Context: an optimization exercise on an open-source flow, tuned for small area and a short achievable clock period. The choices shown serve that exercise and are no tape-out recipe. RTL that was checked went through simulation tests only; none was proved equivalent to the original. Power is estimated from default activity; no workload was simulated.

## middle
Design top_fp_mul_N32_M23_E8, start of the top module:
module top_fp_mul_N32_M23_E8(input  wire clk,
                             input  wire [31:0] a1,
                             input  wire [31:0] b1,
                             output wire [31:0] y);
Size in the first run: about 1900 cells after synthesis, about 140 flip-flops, about 97 I/O pins.
export LEC_CHECK = 0
export ABC_AREA = 1
export CAP_MARGIN = 20
export CORE_MARGIN = 2
export CORE_UTILIZATION = 40
export SETUP_SLACK_MARGIN = 4.0
export SLEW_MARGIN = 20
export SYNTH_HIERARCHICAL = 1
create_clock -name core_clock -period 8.5 [get_ports {clk}]
standard.sh (not shown) runs the stock make flow with config.mk's settings and CLKGATE_MAP_FILE= SYNTH_SCRIPT=/design/flow/synth_recipe.tcl, a recipe that flattens the netlist after the stock synthesis.
==> flow/flow/run.sh <==
#!/bin/bash
bash standard.sh MATCH_CELL_FOOTPRINT=0 "BUFFER_PORTS_ARGS=-buffer_cell sky130_fd_sc_hd__buf_2" finish > standard.log 2>&1
middle was carried through to the last stage, and its layout satisfied the timing, design-rule and antenna checks.
### middle -> east
--- a/flow/design.v
+++ b/flow/design.v
@@ -1224,75 +1224,61 @@
   fa u557 (.a(s552), .b(c547), .ci(s554), .s(s556), .co(c557));
   fa u559 (.a(n9), .b(c551), .ci(pp10[22]), .s(s558), .co(c559));
   fa u561 (.a(pp11[20]), .b(pp9[24]), .ci(c553), .s(s560), .co(c561));
   fa u563 (.a(s558), .b(c555), .ci(s560), .s(s562), .co(c563));
   fa u565 (.a(nneg[9]), .b(ra[18]), .ci(ra[19]), .s(s564), .co(c565));
   fa u567 (.a(pp10[23]), .b(pp11[21]), .ci(s564), .s(s566), .co(c567));
   fa u569 (.a(c559), .b(s566), .ci(c561), .s(s568), .co(c569));
   fa u571 (.a(n10), .b(c565), .ci(pp10[24]), .s(s570), .co(c571));
   fa u573 (.a(pp11[22]), .b(c567), .ci(s570), .s(s572), .co(c573));
   fa u575 (.a(nneg[10]), .b(ra[20]), .ci(ra[21]), .s(s574), .co(c575));
   fa u577 (.a(pp11[23]), .b(s574), .ci(c571), .s(s576), .co(c577));
   fa u579 (.a(n11), .b(c575), .ci(pp11[24]), .s(s578), .co(c579));
-  wire [18:0] lx = {c155, c139, c123, c109, c95, s92, c71, c61, c51, s48, c35, s32, s26, s20, s16, c13, pp1[0], pp0[1], neg[0]};
-  wire [18:0] ly = {s172, s154, s138, s122, s108, s94, s82, s70, s60, s50, s42, s34, s28, s22, s18, s14, s12, 1'b0, pp0[0]};
-  wire [19:0] lsum = {1'b0, lx} + {1'b0, ly};
-  wire [3:0] mx = {c231, c211, c191, s188};
-  wire [3:0] my = {s250, s230, s210, s190};
+  wire [22:0] lx = {c231, c211, c191, s188, c155, c139, c123, c109, c95, s92, c71, c61, c51, s48, c35, s32, s26, s20, s16, c13, pp1[0], pp0[1], neg[0]};
+  wire [22:0] ly = {s250, s230, s210, s190, s172, s154, s138, s122, s108, s94, s82, s70, s60, s50, s42, s34, s28, s22, s18, s14, s12, 1'b0, pp0[0]};
+  wire [23:0] lsum = {1'b0, lx} + {1'b0, ly};
   wire [24:0] hx = {c579, c577, c573, c569, c563, c557, c549, c541, c531, c521, c509, c497, c483, c469, c453, c437, c419, c401, c381, c361, c339, c317, c295, c273, s272};
-  wire [23:0] hy = {n11, s578, s576, s572, s568, s562, s556, s548, s540, s530, s520, s508, s496, s482, s468, s452, s436, s418, s400, s380, s360, s338, s316, s294};
-  reg  [24:0] rx;           
-  reg  [23:0] ry;
-  reg  [3:0] rmx, rmy;     
-  reg         rcj, rS2, rs2;
+  wire [24:0] hy = {n11, s578, s576, s572, s568, s562, s556, s548, s540, s530, s520, s508, s496, s482, s468, s452, s436, s418, s400, s380, s360, s338, s316, s294, lsum[23]};
+  reg  [24:0] rx, ry;      
+  reg         rp22, rS2, rs2;
   reg  [7:0]  re2;
   always @(posedge clk) begin
     rx   <= hx;
     ry   <= hy;
-    rmx  <= mx;
-    rmy  <= my;
-    rcj  <= lsum[19];
+    rp22 <= lsum[22];
     rS2  <= rS;
     rs2  <= rs;
     re2  <= re;
   end
-  wire [3+1:0] msum = {1'b0, rmx} + {1'b0, rmy} + {{(3+1){1'b0}}, rcj};
-  wire q_p22 = msum[3];
-  wire q_c23 = msum[3+1];
-  wire r1 = q_p22 | rS2;
-  wire r0 = q_p22 & rS2;
-  wire q_p0 = rx[0] ^ q_c23;
-  wire q_g0 = rx[0] & q_c23;
-  wire ci_n  = q_g0;                  
-  wire ci_r0 = q_g0 | (q_p0 & r0);
-  wire ci_r1 = q_g0 | (q_p0 & r1);
-  wire [24:1] p = rx[24:1] ^ ry[23:0];
-  wire [24:1] g = rx[24:1] & ry[23:0];
-  wire [23:0] gl [0:5];
-  wire [23:0] pl [0:5];
-  assign gl[0] = g[24:1];
-  assign pl[0] = p[24:1];
+  wire r1 = rp22 | rS2;
+  wire r0 = rp22 & rS2;
+  wire [24:0] p = rx ^ ry;
+  wire [24:0] g = rx & ry;
+  wire [24:0] gl [0:5];
+  wire [24:0] pl [0:5];
+  assign gl[0] = g;
+  assign pl[0] = p;
   genvar l, i;
   generate for (l = 0; l < 5; l = l + 1) begin : g_lvl
-    for (i = 0; i < 24; i = i + 1) begin : g_bit
+    for (i = 0; i < 25; i = i + 1) begin : g_bit
       if ((i >> l) & 1) begin : g_comb
         localparam integer J = ((i >> l) << l) - 1;
         assign gl[l+1][i] = gl[l][i] | (pl[l][i] & gl[l][J]);
         assign pl[l+1][i] = pl[l][i] & pl[l][J];
       end else begin : g_pass
         assign gl[l+1][i] = gl[l][i];
         assign pl[l+1][i] = pl[l][i];
       end
     end
   end endgenerate
-  wire [23:0] G = gl[5];
-  wire [23:0] Pp = pl[5];
-  wire [24:1] cr0 = {G[22:0] | (Pp[22:0] & {23{ci_r0}}), ci_r0};
-  wire [24:1] cr1 = {G[22:0] | (Pp[22:0] & {23{ci_r1}}), ci_r1};
-  wire [24:0] w0 = {p ^ cr0, q_p0 ^ r0};
-  wire [24:0] w1 = {p ^ cr1, q_p0 ^ r1};
-  wire n = p[24] ^ (G[22] | (Pp[22] & ci_n));
+  wire [24:0] G = gl[5];
+  wire [24:0] Pp = pl[5];
+  wire [24:0] c0 = {G[23:0] | (Pp[23:0] & {24{r0}}), r0};
+  wire [24:0] c1 = {G[23:0] | (Pp[23:0] & {24{r1}}), r1};
+  wire [24:0] w0 = p ^ c0;
+  wire [24:0] w1 = p ^ c1;
+  wire n = p[24] ^ G[23];
   wire [7:0] re2p1 = re2 + 8'd1;
   wire [7:0] e = n ? re2p1 : re2;
   wire [22:0] m = n ? w1[23:1] : w0[22:0];
   assign y = {rs2, e, m};
 endmodule
### Flow results
- Against middle, east comes in 1200 um higher on met3 routed wirelength.
- east went all the way through synthesis, placement and routing and the layout is clean on timing, DRC and antenna.
- When the final numbers for middle and east were put side by side, the non-clock inverter instance count of the final layout turned out to be smaller in east.
- Power density relative to cell area: east > middle
- Worst-margin pin slew delta for east relative to middle: 0.048 ns higher
- Comparing middle and east, the lower final cell count was measured on east.
- On east: total power is about 9% higher than what middle gave.
- east: stage delay of the slowest cell on the critical path is 0.08 ns higher than what middle reported.
Function not checked in east: the RTL went through the layout flow alone.

## static timing again, ports no longer ideal
The flow's constraints put no driver on any port. The routed layouts listed below were extracted and timed again, unchanged, in two steps.
Step 1, drivers: a clkbuf_16 drives clk and a buf_2 each remaining input, both assumed.
Step 2, shift: input delay + t, output delay - t, t = (earliest + latest rising clock arrival at the registers) / 2. This alone moves slack from input paths to output paths.
Three values: ideal, step 1, step 2; two values: the first two.
run | shift t [ns] | setup slack, ns | hold WS [ns]
middle | 0.494 | 3.983 / 3.925 / 4.046 | 0.325 / 0.325 / 0.325
east | 0.485 | 3.801 / 3.801 / 3.801 | 0.325 / 0.325 / 0.325
After both steps setup and hold are still met in every run listed.
